What follows belongs to an exercise in optimizing a design on an open flow for small area, a short achievable clock period and few clock cycles; a production flow would make more cautious choices. At most, simulation tests tie the RTL to the original design; equivalence was not proved.

==> module DivDebug, before the edit <==
module DivDebug(
  input         clock,
                reset,
                io_v,
  input  [31:0] io_a,
                io_b,
  input  [1:0]  io_op,
  output [31:0] io_res,
  output        io_res_valid
);
  localparam [2:0] S_IDLE = 3'd0, S_BIAS = 3'd1, S_ALIGN = 3'd2, S_DIV = 3'd3,
                   S_FIX = 3'd4, S_DONE = 3'd5;
  reg [2:0]  state;
  reg [32:0] R;       
  reg [32:0] Dx;      
  reg [31:0] Q;       
  reg [4:0]  cnt;
  reg        cin;     
  reg        valid;
  wire signd = ~io_op[0];
  wire in_sa = signd & io_a[31];
  wire in_sb = signd & io_b[31];
  wire in_bz = ~|io_b;
  wire in_fix = io_op[1] ? in_sa : (in_sa ^ in_sb);
  wire sa  = in_sa;                
  wire rq  = io_op[1];             
  wire sub = ~(in_sa ^ in_sb);     
  wire addb = in_sa & ~in_sb;      
  wire nq  = (in_sa ^ in_sb) & ~io_op[1] & ~in_bz;   
  wire [32:0] Dld = {in_sb, io_b} ^ {33{sub}};
  wire [33:0] T1 = {R, 1'b1} + {Dx, cin};
  wire [32:0] T = T1[33:1];
  wire        acc = T[32] ~^ sa;
  wire        grow = acc & (Dx[32] ~^ Dx[31]) & (~(Dx[32] ^ sub) | (Dx[30] ^ sub));
  wire [7:0]  nzR, nzD;
  wire [7:0]  zDup;     
  genvar n;
  generate
    for (n = 0; n < 8; n = n + 1) begin : nib
      assign nzR[n] = R[32]  ? ~&R[4*n+3:4*n]  : |R[4*n+3:4*n];
      assign nzD[n] = Dx[32] ? ~&Dx[4*n+3:4*n] : |Dx[4*n+3:4*n];
      assign zDup[n] = ~|nzD[7:n];
    end
  endgenerate
  wire        big = |(nzR[7:1] & zDup[6:0]);
  wire        last = (state == S_DIV) ? (cnt == 5'd1) : (cnt == 5'd0);
  wire        step = (state == S_DIV) | ((state == S_ALIGN) & ~grow & ~big);
  wire [31:0] Qn = {Q[30:0], (acc & step) ^ nq};
  wire fix = (rq ? (in_sa & (~in_sb | cin | (acc & step))) : (in_sa ^ in_sb)) & ~in_bz;
  always @(posedge clock) begin
    if (reset) begin
      state <= S_IDLE;
      valid <= 1'b0;
    end else begin
      valid <= 1'b0;
      case (state)
        S_IDLE: if (io_v) begin
          state <= in_bz ? S_DIV : (addb ? S_BIAS : S_ALIGN);
        end
        S_BIAS: state <= S_ALIGN;
        S_ALIGN, S_DIV: if (step & last) begin
          state <= fix ? S_FIX : S_DONE;
          valid <= ~fix;
        end else if (step) state <= S_DIV;
        S_FIX: begin state <= S_DONE; valid <= 1'b1; end
        default: state <= S_IDLE;
      endcase
    end
  end
  always @(posedge clock) begin
    Q <= Qn;
    case (state)
      S_IDLE: begin
        R   <= {in_sa, io_a};
        Dx  <= Dld | {33{addb}};
        Q   <= {32{nq | in_bz}};
        cnt <= {4'd0, in_bz};
        cin <= (~in_sa & ~in_sb) | in_bz;
      end
      S_BIAS: begin
        R   <= T;
        Dx  <= Dld;
        cin <= 1'b0;
      end
      S_ALIGN, S_DIV: begin
        if (!step) begin
          if (big) begin
            Dx  <= {Dx[28:0], {4{sub}}};
            cnt <= cnt + 5'd4;
          end else begin
            Dx  <= {Dx[31:0], sub};
            cnt <= cnt + 5'd1;
          end
        end else begin
          if (state == S_DIV) cnt <= cnt - 5'd1;
          if (last) begin
            if (rq) begin if (acc) R <= T; end
            else R <= {1'b0, Qn};
            Dx  <= 33'd0;
            cin <= 1'b1;
          end else begin
            if (acc) begin
              R   <= T;
              cin <= sub;
            end
            Dx <= {Dx[32], Dx[32:1]};
          end
        end
      end
      S_FIX: begin
        R  <= T;
        Dx <= Dld;
      end
      default: Dx <= Dld;
    endcase
  end
  assign io_res = R[31:0];
  assign io_res_valid = valid;
endmodule
Settings: LEC_CHECK=0, ABC_AREA=1, CAP_MARGIN=20, CORE_MARGIN=2, CORE_UTILIZATION=40, SETUP_SLACK_MARGIN=3.6, SLEW_MARGIN=20, TNS_END_PERCENT=5; clock period 6.0 ns.
standard.sh (not shown) runs the stock make flow with config.mk's settings and CLKGATE_MAP_FILE= SYNTH_SCRIPT=/design/flow/synth_recipe.tcl, a recipe that flattens the netlist after the stock synthesis.
==> flow/flow/run.sh <==
#!/bin/bash
# The standard layout (the standard.sh, unchanged synthesis and steps), with
# plain sky130_fd_sc_hd__buf_1 cells as the port buffers instead of the default.
set -euo pipefail
export BUFFER_PORTS_ARGS="-buffer_cell sky130_fd_sc_hd__buf_1"
bash standard.sh > standard_sh.log 2>&1
Rerun with:
--- a/flow/design.v
+++ b/flow/design.v
@@ -25,12 +25,11 @@
   wire sa  = in_sa;                
   wire rq  = io_op[1];             
-  wire sub = ~(in_sa ^ in_sb);     
-  wire addb = in_sa & ~in_sb;      
-  wire nq  = (in_sa ^ in_sb) & ~io_op[1] & ~in_bz;   
-  wire [32:0] Dld = {in_sb, io_b} ^ {33{sub}};
+  wire fix = in_fix;               
+  wire nq  = in_fix & ~io_op[1];   
+  wire [32:0] Dld = {in_sb, io_b} ^ {33{in_sb ^ (state == S_IDLE)}};
   wire [33:0] T1 = {R, 1'b1} + {Dx, cin};
   wire [32:0] T = T1[33:1];
   wire        acc = T[32] ~^ sa;
-  wire        grow = acc & (Dx[32] ~^ Dx[31]) & (~(Dx[32] ^ sub) | (Dx[30] ^ sub));
+  wire        grow = acc & (Dx[32] ~^ Dx[31]) & (~(Dx[32] ^ cin) | (Dx[30] ^ cin));
   wire [7:0]  nzR, nzD;
   wire [7:0]  zDup;     
@@ -47,5 +46,4 @@
   wire        step = (state == S_DIV) | ((state == S_ALIGN) & ~grow & ~big);
   wire [31:0] Qn = {Q[30:0], (acc & step) ^ nq};
-  wire fix = (rq ? (in_sa & (~in_sb | cin | (acc & step))) : (in_sa ^ in_sb)) & ~in_bz;
   always @(posedge clock) begin
     if (reset) begin
@@ -56,5 +54,6 @@
       case (state)
         S_IDLE: if (io_v) begin
-          state <= in_bz ? S_DIV : (addb ? S_BIAS : S_ALIGN);
+          state <= in_bz ? S_DONE : (in_sa ? S_BIAS : S_ALIGN);
+          valid <= in_bz;
         end
         S_BIAS: state <= S_ALIGN;
@@ -72,22 +71,22 @@
     case (state)
       S_IDLE: begin
-        R   <= {in_sa, io_a};
-        Dx  <= Dld | {33{addb}};
-        Q   <= {32{nq | in_bz}};
-        cnt <= {4'd0, in_bz};
-        cin <= (~in_sa & ~in_sb) | in_bz;
+        R   <= {in_sa & ~in_bz, io_a | {32{in_bz & ~io_op[1]}}};
+        Dx  <= Dld | {33{in_sa}};
+        Q   <= {32{in_fix & ~io_op[1]}};
+        cnt <= 5'd0;
+        cin <= ~in_sa & ~in_sb;
       end
       S_BIAS: begin
         R   <= T;
         Dx  <= Dld;
-        cin <= 1'b0;
+        cin <= in_sb;
       end
       S_ALIGN, S_DIV: begin
         if (!step) begin
           if (big) begin
-            Dx  <= {Dx[28:0], {4{sub}}};
+            Dx  <= {Dx[28:0], {4{cin}}};
             cnt <= cnt + 5'd4;
           end else begin
-            Dx  <= {Dx[31:0], sub};
+            Dx  <= {Dx[31:0], cin};
             cnt <= cnt + 5'd1;
           end
@@ -100,8 +99,5 @@
             cin <= 1'b1;
           end else begin
-            if (acc) begin
-              R   <= T;
-              cin <= sub;
-            end
+            if (acc) R <= T;
             Dx <= {Dx[32], Dx[32:1]};
           end
The changed run went through all stages and came out clean.
Critical path depth falls by 5.
Flip-flop and latch count stays the same.
Setup slack improves by 0.068 ns.
Via count rises by 1.4%.
Clock skew rises by 0.0069 ns.
Final cell count rises by 1.1%.
Synthesized cell count rises by 3.9%.
Area after synthesis rises by 1.8%.
Register-to-register slack improves by 0.07 ns.
Final area falls by 3.2%.
Die area rises by 1.7%.
Utilization falls by 2.2 points.
Testbench counts after the change, summed over its fixed seeds: cycles 35,308.
The RTL of the first run of this note was laid out without a check of its function.


The RTL this note starts from:
==> flow/design.v <==
module DivDebug(
  input         clock,
                reset,
                io_v,
  input  [31:0] io_a,
                io_b,
  input  [1:0]  io_op,
  output [31:0] io_res,
  output        io_res_valid
);
  localparam [2:0] S_IDLE = 3'd0, S_BIAS = 3'd1, S_ALIGN = 3'd2, S_DIV = 3'd3,
                   S_FIX = 3'd4, S_DONE = 3'd5;
  reg [2:0]  state;
  reg [32:0] R;       
  reg [32:0] Dx;      
  reg [31:0] Q;       
  reg [5:0]  cnt;
  reg        sa;      
  reg        cin;     
  reg        rq;      
  reg        fix;     
  reg        nq;      
  reg        valid;
  wire signd = ~io_op[0];
  wire in_sa = signd & io_a[31];
  wire in_sb = signd & io_b[31];
  wire in_bz = ~|io_b;
  wire in_fix = io_op[1] ? in_sa : (in_sa ^ in_sb);
  wire [32:0] T = R + Dx + {32'd0, cin};
  wire        acc = T[32] ~^ sa;
  wire        grow = acc & (Dx[32] ~^ Dx[31]);
  wire        last = (cnt == 6'd0);
  wire        step = (state == S_DIV) | ((state == S_ALIGN) & ~grow);
  wire [31:0] Qn = {Q[30:0], (acc & step) ^ nq};
  always @(posedge clock) begin
    if (reset) begin
      state <= S_IDLE;
      valid <= 1'b0;
    end else begin
      valid <= 1'b0;
      case (state)
        S_IDLE: if (io_v) begin
          state <= in_bz ? S_DONE : (in_sa ? S_BIAS : S_ALIGN);
          valid <= in_bz;
        end
        S_BIAS: state <= S_ALIGN;
        S_ALIGN, S_DIV: if (step & last) begin
          state <= fix ? S_FIX : S_DONE;
          valid <= ~fix;
        end else if (step) state <= S_DIV;
        S_FIX: begin state <= S_DONE; valid <= 1'b1; end
        default: state <= S_IDLE;
      endcase
    end
  end
  always @(posedge clock) begin
    Q <= Qn;
    case (state)
      S_IDLE: begin
        R   <= {in_sa & ~in_bz, io_a | {32{in_bz & ~io_op[1]}}};
        Dx  <= in_sa ? {33{1'b1}} : ({in_sb, io_b} ^ {33{~in_sb}});
        Q   <= {32{in_fix & ~io_op[1]}};
        cnt <= 6'd0;
        sa  <= in_sa;
        cin <= ~in_sa & ~in_sb;
        rq  <= io_op[1];
        fix <= in_fix;
        nq  <= in_fix & ~io_op[1];
      end
      S_BIAS: begin
        R   <= T;
        Dx  <= {in_sb, io_b} ^ {33{in_sb}};
        cin <= in_sb;
      end
      S_ALIGN, S_DIV: begin
        if (!step) begin
          Dx  <= {Dx[31:0], cin};
          cnt <= cnt + 6'd1;
        end else begin
          cnt <= cnt - 6'd1;
          if (last) begin
            if (rq) begin if (acc) R <= T; end
            else R <= {1'b0, Qn};
            Dx  <= 33'd0;
            cin <= 1'b1;
          end else begin
            if (acc) R <= T;
            Dx <= {Dx[32], Dx[32:1]};
          end
        end
      end
      S_FIX: R <= T;
      default: ;
    endcase
  end
  assign io_res = R[31:0];
  assign io_res_valid = valid;
endmodule
Settings: LEC_CHECK=0, CAP_MARGIN=20, CORE_MARGIN=2, CORE_UTILIZATION=40, SETUP_SLACK_MARGIN=3.0, SLEW_MARGIN=20; clock period 6.0 ns.
run.sh (not shown) runs the stock make flow with config.mk's settings and CLKGATE_MAP_FILE= SYNTH_SCRIPT=/design/flow/synth_recipe.tcl, a recipe that flattens the netlist after the stock synthesis.
Stock flow here: none of the scripts above is used.
Next try:
--- a/flow/design.v
+++ b/flow/design.v
@@ -23,17 +23,29 @@
   reg        valid;
   wire signd = ~io_op[0];
   wire in_sa = signd & io_a[31];
   wire in_sb = signd & io_b[31];
   wire in_bz = ~|io_b;
   wire in_fix = io_op[1] ? in_sa : (in_sa ^ in_sb);
-  wire [32:0] T = R + Dx + {32'd0, cin};
+  wire [32:0] T;
+  PrefixAdd33 add_u (.a(R), .b(Dx), .ci(cin), .s(T));
   wire        acc = T[32] ~^ sa;
   wire        grow = acc & (Dx[32] ~^ Dx[31]);
-  wire        last = (cnt == 6'd0);
-  wire        step = (state == S_DIV) | ((state == S_ALIGN) & ~grow);
+  wire [7:0]  nzR, nzD;
+  wire [7:0]  zDup;     
+  genvar n;
+  generate
+    for (n = 0; n < 8; n = n + 1) begin : nib
+      assign nzR[n] = R[4*n+3:4*n] != {4{R[32]}};
+      assign nzD[n] = Dx[4*n+3:4*n] != {4{Dx[32]}};
+      assign zDup[n] = ~|nzD[7:n];
+    end
+  endgenerate
+  wire        big = |(nzR[7:1] & zDup[6:0]);
+  wire        last = (state == S_DIV) ? (cnt == 6'd1) : (cnt == 6'd0);
+  wire        step = (state == S_DIV) | ((state == S_ALIGN) & ~grow & ~big);
   wire [31:0] Qn = {Q[30:0], (acc & step) ^ nq};
   always @(posedge clock) begin
     if (reset) begin
       state <= S_IDLE;
       valid <= 1'b0;
     end else begin
@@ -71,16 +83,21 @@
         R   <= T;
         Dx  <= {in_sb, io_b} ^ {33{in_sb}};
         cin <= in_sb;
       end
       S_ALIGN, S_DIV: begin
         if (!step) begin
-          Dx  <= {Dx[31:0], cin};
-          cnt <= cnt + 6'd1;
+          if (big) begin
+            Dx  <= {Dx[28:0], {4{cin}}};
+            cnt <= cnt + 6'd4;
+          end else begin
+            Dx  <= {Dx[31:0], cin};
+            cnt <= cnt + 6'd1;
+          end
         end else begin
-          cnt <= cnt - 6'd1;
+          if (state == S_DIV) cnt <= cnt - 6'd1;
           if (last) begin
             if (rq) begin if (acc) R <= T; end
             else R <= {1'b0, Qn};
             Dx  <= 33'd0;
             cin <= 1'b1;
           end else begin
@@ -93,6 +110,36 @@
       default: ;
     endcase
   end
   assign io_res = R[31:0];
   assign io_res_valid = valid;
 endmodule
+module PrefixAdd33(
+  input  [32:0] a,
+                b,
+  input         ci,
+  output [32:0] s
+);
+  localparam N = 34;    
+  wire [N-1:0] p0 = {a ^ b, 1'b0};
+  wire [N-1:0] g0 = {a & b, ci};
+  wire [N-1:0] g [0:6];
+  wire [N-1:0] p [0:6];
+  assign g[0] = g0;
+  assign p[0] = p0;
+  genvar l, i;
+  generate
+    for (l = 0; l < 6; l = l + 1) begin : lvl
+      for (i = 0; i < N; i = i + 1) begin : bit_
+        if ((i >> l) & 1) begin : op
+          localparam integer J = ((i >> l) << l) - 1;
+          assign g[l+1][i] = g[l][i] | (p[l][i] & g[l][J]);
+          assign p[l+1][i] = p[l][i] & p[l][J];
+        end else begin : pass
+          assign g[l+1][i] = g[l][i];
+          assign p[l+1][i] = p[l][i];
+        end
+      end
+    end
+  endgenerate
+  assign s = p0[N-1:1] ^ g[6][N-2:0];
+endmodule
After rerunning: The new run finished clean. Synthesized area increases by about 9%. Sequential share of layout area decreases by 4.2 points. Setup slack gets worse by 0.68 ns. Count of clock-buffer cells in the layout increases by 4. Core utilization increases by 3.6 points. First-iteration DRC count increases by 22%.
No run of this note included a check of the RTL's function; only the layout flow was run.


Setup of the previous run:
DivDebug, a different RTL version from the one above (not shown whole).
For scale: roughly 110 flip-flops, roughly 100 I/O pins, ~0.0086 mm^2 of cells after synthesis.
==> module DivDebug, before the edit <==
module DivDebug(
  input         clock,
                reset,
                io_v,
  input  [31:0] io_a,
                io_b,
  input  [1:0]  io_op,
  output [31:0] io_res,
  output        io_res_valid
);
  localparam [2:0] S_IDLE = 3'd0, S_BIAS = 3'd1, S_ALIGN = 3'd2, S_DIV = 3'd3,
                   S_FIX = 3'd4, S_DONE = 3'd5;
  reg [2:0]  state;
  reg [32:0] R;       
  reg [32:0] Dx;      
  reg [31:0] Q;       
  reg [5:0]  cnt;
  reg        sa;      
  reg        cin;     
  reg        rq;      
  reg        fix;     
  reg        nq;      
  reg        valid;
  wire signd = ~io_op[0];
  wire in_sa = signd & io_a[31];
  wire in_sb = signd & io_b[31];
  wire in_bz = ~|io_b;
  wire in_fix = io_op[1] ? in_sa : (in_sa ^ in_sb);
  wire [33:0] T1 = {R, 1'b1} + {Dx, cin};
  wire [32:0] T = T1[33:1];
  wire        acc = T[32] ~^ sa;
  wire        grow = acc & (Dx[32] ~^ Dx[31]);
  wire [7:0]  nzR, nzD;
  wire [7:0]  zDup;     
  genvar n;
  generate
    for (n = 0; n < 8; n = n + 1) begin : nib
      assign nzR[n] = R[4*n+3:4*n] != {4{R[32]}};
      assign nzD[n] = Dx[4*n+3:4*n] != {4{Dx[32]}};
      assign zDup[n] = ~|nzD[7:n];
    end
  endgenerate
  wire        big = |(nzR[7:1] & zDup[6:0]);
  wire        last = (state == S_DIV) ? (cnt == 6'd1) : (cnt == 6'd0);
  wire        step = (state == S_DIV) | ((state == S_ALIGN) & ~grow & ~big);
  wire [31:0] Qn = {Q[30:0], (acc & step) ^ nq};
  always @(posedge clock) begin
    if (reset) begin
      state <= S_IDLE;
      valid <= 1'b0;
    end else begin
      valid <= 1'b0;
      case (state)
        S_IDLE: if (io_v) begin
          state <= in_bz ? S_DONE : (in_sa ? S_BIAS : S_ALIGN);
          valid <= in_bz;
        end
        S_BIAS: state <= S_ALIGN;
        S_ALIGN, S_DIV: if (step & last) begin
          state <= fix ? S_FIX : S_DONE;
          valid <= ~fix;
        end else if (step) state <= S_DIV;
        S_FIX: begin state <= S_DONE; valid <= 1'b1; end
        default: state <= S_IDLE;
      endcase
    end
  end
  always @(posedge clock) begin
    Q <= Qn;
    case (state)
      S_IDLE: begin
        R   <= {in_sa & ~in_bz, io_a | {32{in_bz & ~io_op[1]}}};
        Dx  <= in_sa ? {33{1'b1}} : ({in_sb, io_b} ^ {33{~in_sb}});
        Q   <= {32{in_fix & ~io_op[1]}};
        cnt <= 6'd0;
        sa  <= in_sa;
        cin <= ~in_sa & ~in_sb;
        rq  <= io_op[1];
        fix <= in_fix;
        nq  <= in_fix & ~io_op[1];
      end
      S_BIAS: begin
        R   <= T;
        Dx  <= {in_sb, io_b} ^ {33{in_sb}};
        cin <= in_sb;
      end
      S_ALIGN, S_DIV: begin
        if (!step) begin
          if (big) begin
            Dx  <= {Dx[28:0], {4{cin}}};
            cnt <= cnt + 6'd4;
          end else begin
            Dx  <= {Dx[31:0], cin};
            cnt <= cnt + 6'd1;
          end
        end else begin
          if (state == S_DIV) cnt <= cnt - 6'd1;
          if (last) begin
            if (rq) begin if (acc) R <= T; end
            else R <= {1'b0, Qn};
            Dx  <= 33'd0;
            cin <= 1'b1;
          end else begin
            if (acc) R <= T;
            Dx <= {Dx[32], Dx[32:1]};
          end
        end
      end
      S_FIX: R <= T;
      default: ;
    endcase
  end
  assign io_res = R[31:0];
  assign io_res_valid = valid;
endmodule
make LEC_CHECK=0 CAP_MARGIN=20 CORE_MARGIN=2 CORE_UTILIZATION=40 SETUP_SLACK_MARGIN=3.0 SLEW_MARGIN=20 finish   # period 6.0 ns
The previous run did not stop at any stage, and its layout met the timing, design-rule and antenna checks.
Testbench counts of the previous run, summed over its fixed seeds: cycles 35,474.
Here is what was changed in the inputs of the current run compared with the previous run.
==> flow/design.v <==
module DivDebug(
  input         clock,
                reset,
                io_v,
  input  [31:0] io_a,
                io_b,
  input  [1:0]  io_op,
  output [31:0] io_res,
  output        io_res_valid
);
  localparam [2:0] S_IDLE = 3'd0, S_BIAS = 3'd1, S_ALIGN = 3'd2, S_DIV = 3'd3,
                   S_FIX = 3'd4, S_DONE = 3'd5;
  reg [2:0]  state;
  reg [32:0] R;       
  reg [32:0] Dx;      
  reg [31:0] Q;       
  reg [5:0]  cnt;
  reg        sa;      
  reg        cin;     
  reg        rq;      
  reg        fix;     
  reg        nq;      
  reg        valid;
  wire signd = ~io_op[0];
  wire in_sa = signd & io_a[31];
  wire in_sb = signd & io_b[31];
  wire in_bz = ~|io_b;
  wire in_fix = io_op[1] ? in_sa : (in_sa ^ in_sb);
  wire [32:0] T;
  PrefixAdd33 add_u (.a(R), .b(Dx), .ci(cin), .s(T));
  wire        acc = T[32] ~^ sa;
  wire        grow = acc & (Dx[32] ~^ Dx[31]);
  wire        last = (cnt == 6'd0);
  wire        step = (state == S_DIV) | ((state == S_ALIGN) & ~grow);
  wire [31:0] Qn = {Q[30:0], (acc & step) ^ nq};
  always @(posedge clock) begin
    if (reset) begin
      state <= S_IDLE;
      valid <= 1'b0;
    end else begin
      valid <= 1'b0;
      case (state)
        S_IDLE: if (io_v) begin
          state <= in_bz ? S_DONE : (in_sa ? S_BIAS : S_ALIGN);
          valid <= in_bz;
        end
        S_BIAS: state <= S_ALIGN;
        S_ALIGN, S_DIV: if (step & last) begin
          state <= fix ? S_FIX : S_DONE;
          valid <= ~fix;
        end else if (step) state <= S_DIV;
        S_FIX: begin state <= S_DONE; valid <= 1'b1; end
        default: state <= S_IDLE;
      endcase
    end
  end
  always @(posedge clock) begin
    Q <= Qn;
    case (state)
      S_IDLE: begin
        R   <= {in_sa & ~in_bz, io_a | {32{in_bz & ~io_op[1]}}};
        Dx  <= in_sa ? {33{1'b1}} : ({in_sb, io_b} ^ {33{~in_sb}});
        Q   <= {32{in_fix & ~io_op[1]}};
        cnt <= 6'd0;
        sa  <= in_sa;
        cin <= ~in_sa & ~in_sb;
        rq  <= io_op[1];
        fix <= in_fix;
        nq  <= in_fix & ~io_op[1];
      end
      S_BIAS: begin
        R   <= T;
        Dx  <= {in_sb, io_b} ^ {33{in_sb}};
        cin <= in_sb;
      end
      S_ALIGN, S_DIV: begin
        if (!step) begin
          Dx  <= {Dx[31:0], cin};
          cnt <= cnt + 6'd1;
        end else begin
          cnt <= cnt - 6'd1;
          if (last) begin
            if (rq) begin if (acc) R <= T; end
            else R <= {1'b0, Qn};
            Dx  <= 33'd0;
            cin <= 1'b1;
          end else begin
            if (acc) R <= T;
            Dx <= {Dx[32], Dx[32:1]};
          end
        end
      end
      S_FIX: R <= T;
      default: ;
    endcase
  end
  assign io_res = R[31:0];
  assign io_res_valid = valid;
endmodule
module PrefixAdd33(
  input  [32:0] a,
                b,
  input         ci,
  output [32:0] s
);
  localparam N = 34;    
  wire [N-1:0] p0 = {a ^ b, 1'b0};
  wire [N-1:0] g0 = {a & b, ci};
  wire [N-1:0] g [0:6];
  wire [N-1:0] p [0:6];
  assign g[0] = g0;
  assign p[0] = p0;
  genvar l, i;
  generate
    for (l = 0; l < 6; l = l + 1) begin : lvl
      for (i = 0; i < N; i = i + 1) begin : bit_
        if ((i >> l) & 1) begin : op
          localparam integer J = ((i >> l) << l) - 1;
          assign g[l+1][i] = g[l][i] | (p[l][i] & g[l][J]);
          assign p[l+1][i] = p[l][i] & p[l][J];
        end else begin : pass
          assign g[l+1][i] = g[l][i];
          assign p[l+1][i] = p[l][i];
        end
      end
    end
  endgenerate
  assign s = p0[N-1:1] ^ g[6][N-2:0];
endmodule
Side by side, number of buffers outside the clock class in the layout turned out lower in the current run than in the previous run.
Changes observed in the current run relative to the previous run: final core utilization rose 0.63 points, area added between synthesis and finish rose 1.7 points, post-synthesis share of cell area spent on full adders, half adders and majority gates rose 1.4 points, total buffers and inverters traversed by the critical path fell 3.
Compared with the previous run, the current run supports a lower clock frequency.
| fraction of area in multi-input gates | the current run vs the previous run | 6.0 points lower |
Looking at post-layout worst setup margin across the previous run and the current run, the one that comes out lower is the current run.
The current run vs the previous run, cell count went down by 14%.
The leading cell type in the layout, fill and taps excluded comes out clkdlybuf4s50_1 in one run and buf_4 in the other, namely in the current run and the previous run respectively.
Looking only at die area, and setting everything else aside, the higher value of the previous run and the current run goes to the previous run.
Function not checked in the current run: the RTL went through the layout flow alone.

## re-timing with driven ports
Ports are ideal in the flow. The routed layouts listed here were re-timed in OpenROAD.
Step 1, drivers: a clkbuf_16 drives clock and a buf_2 each remaining input, both assumed.
Step 2, shift: input delay + t, output delay - t, t = (earliest + latest rising clock arrival at the registers) / 2. This alone moves slack from input paths to output paths.
Three values: ideal, step 1, step 2; two values: the first two.
run	shift t [ns]	setup WS [ns]	hold slack, ns	worst data-port slew with drivers (ns)
the first run of note 1	0.414	3.074 / 3.074 / 2.717	0.460 / 0.460 / 0.460	0.05
the second run of note 1	0.403	3.142 / 3.142 / 2.808	0.440 / 0.440 / 0.440	0.04
the first run of note 2	0.410	2.188 / 2.188 / 2.188	0.449 / 0.449 / 0.449	0.05
the second run of note 2	0.410	1.507 / 1.507 / 1.507	0.455 / 0.455 / 0.455	0.04
the previous run	0.408	2.553 / 2.553 / 2.407	0.453 / 0.453 / 0.453	0.04
the current run	0.403	1.501 / 1.501 / 1.501	0.462 / 0.462 / 0.462	0.04
After both steps every run listed still meets setup and hold. The setup slack of the first run of note 1, which loses most, moves by 0.000 ns with the drivers and by -0.357 ns with both steps.
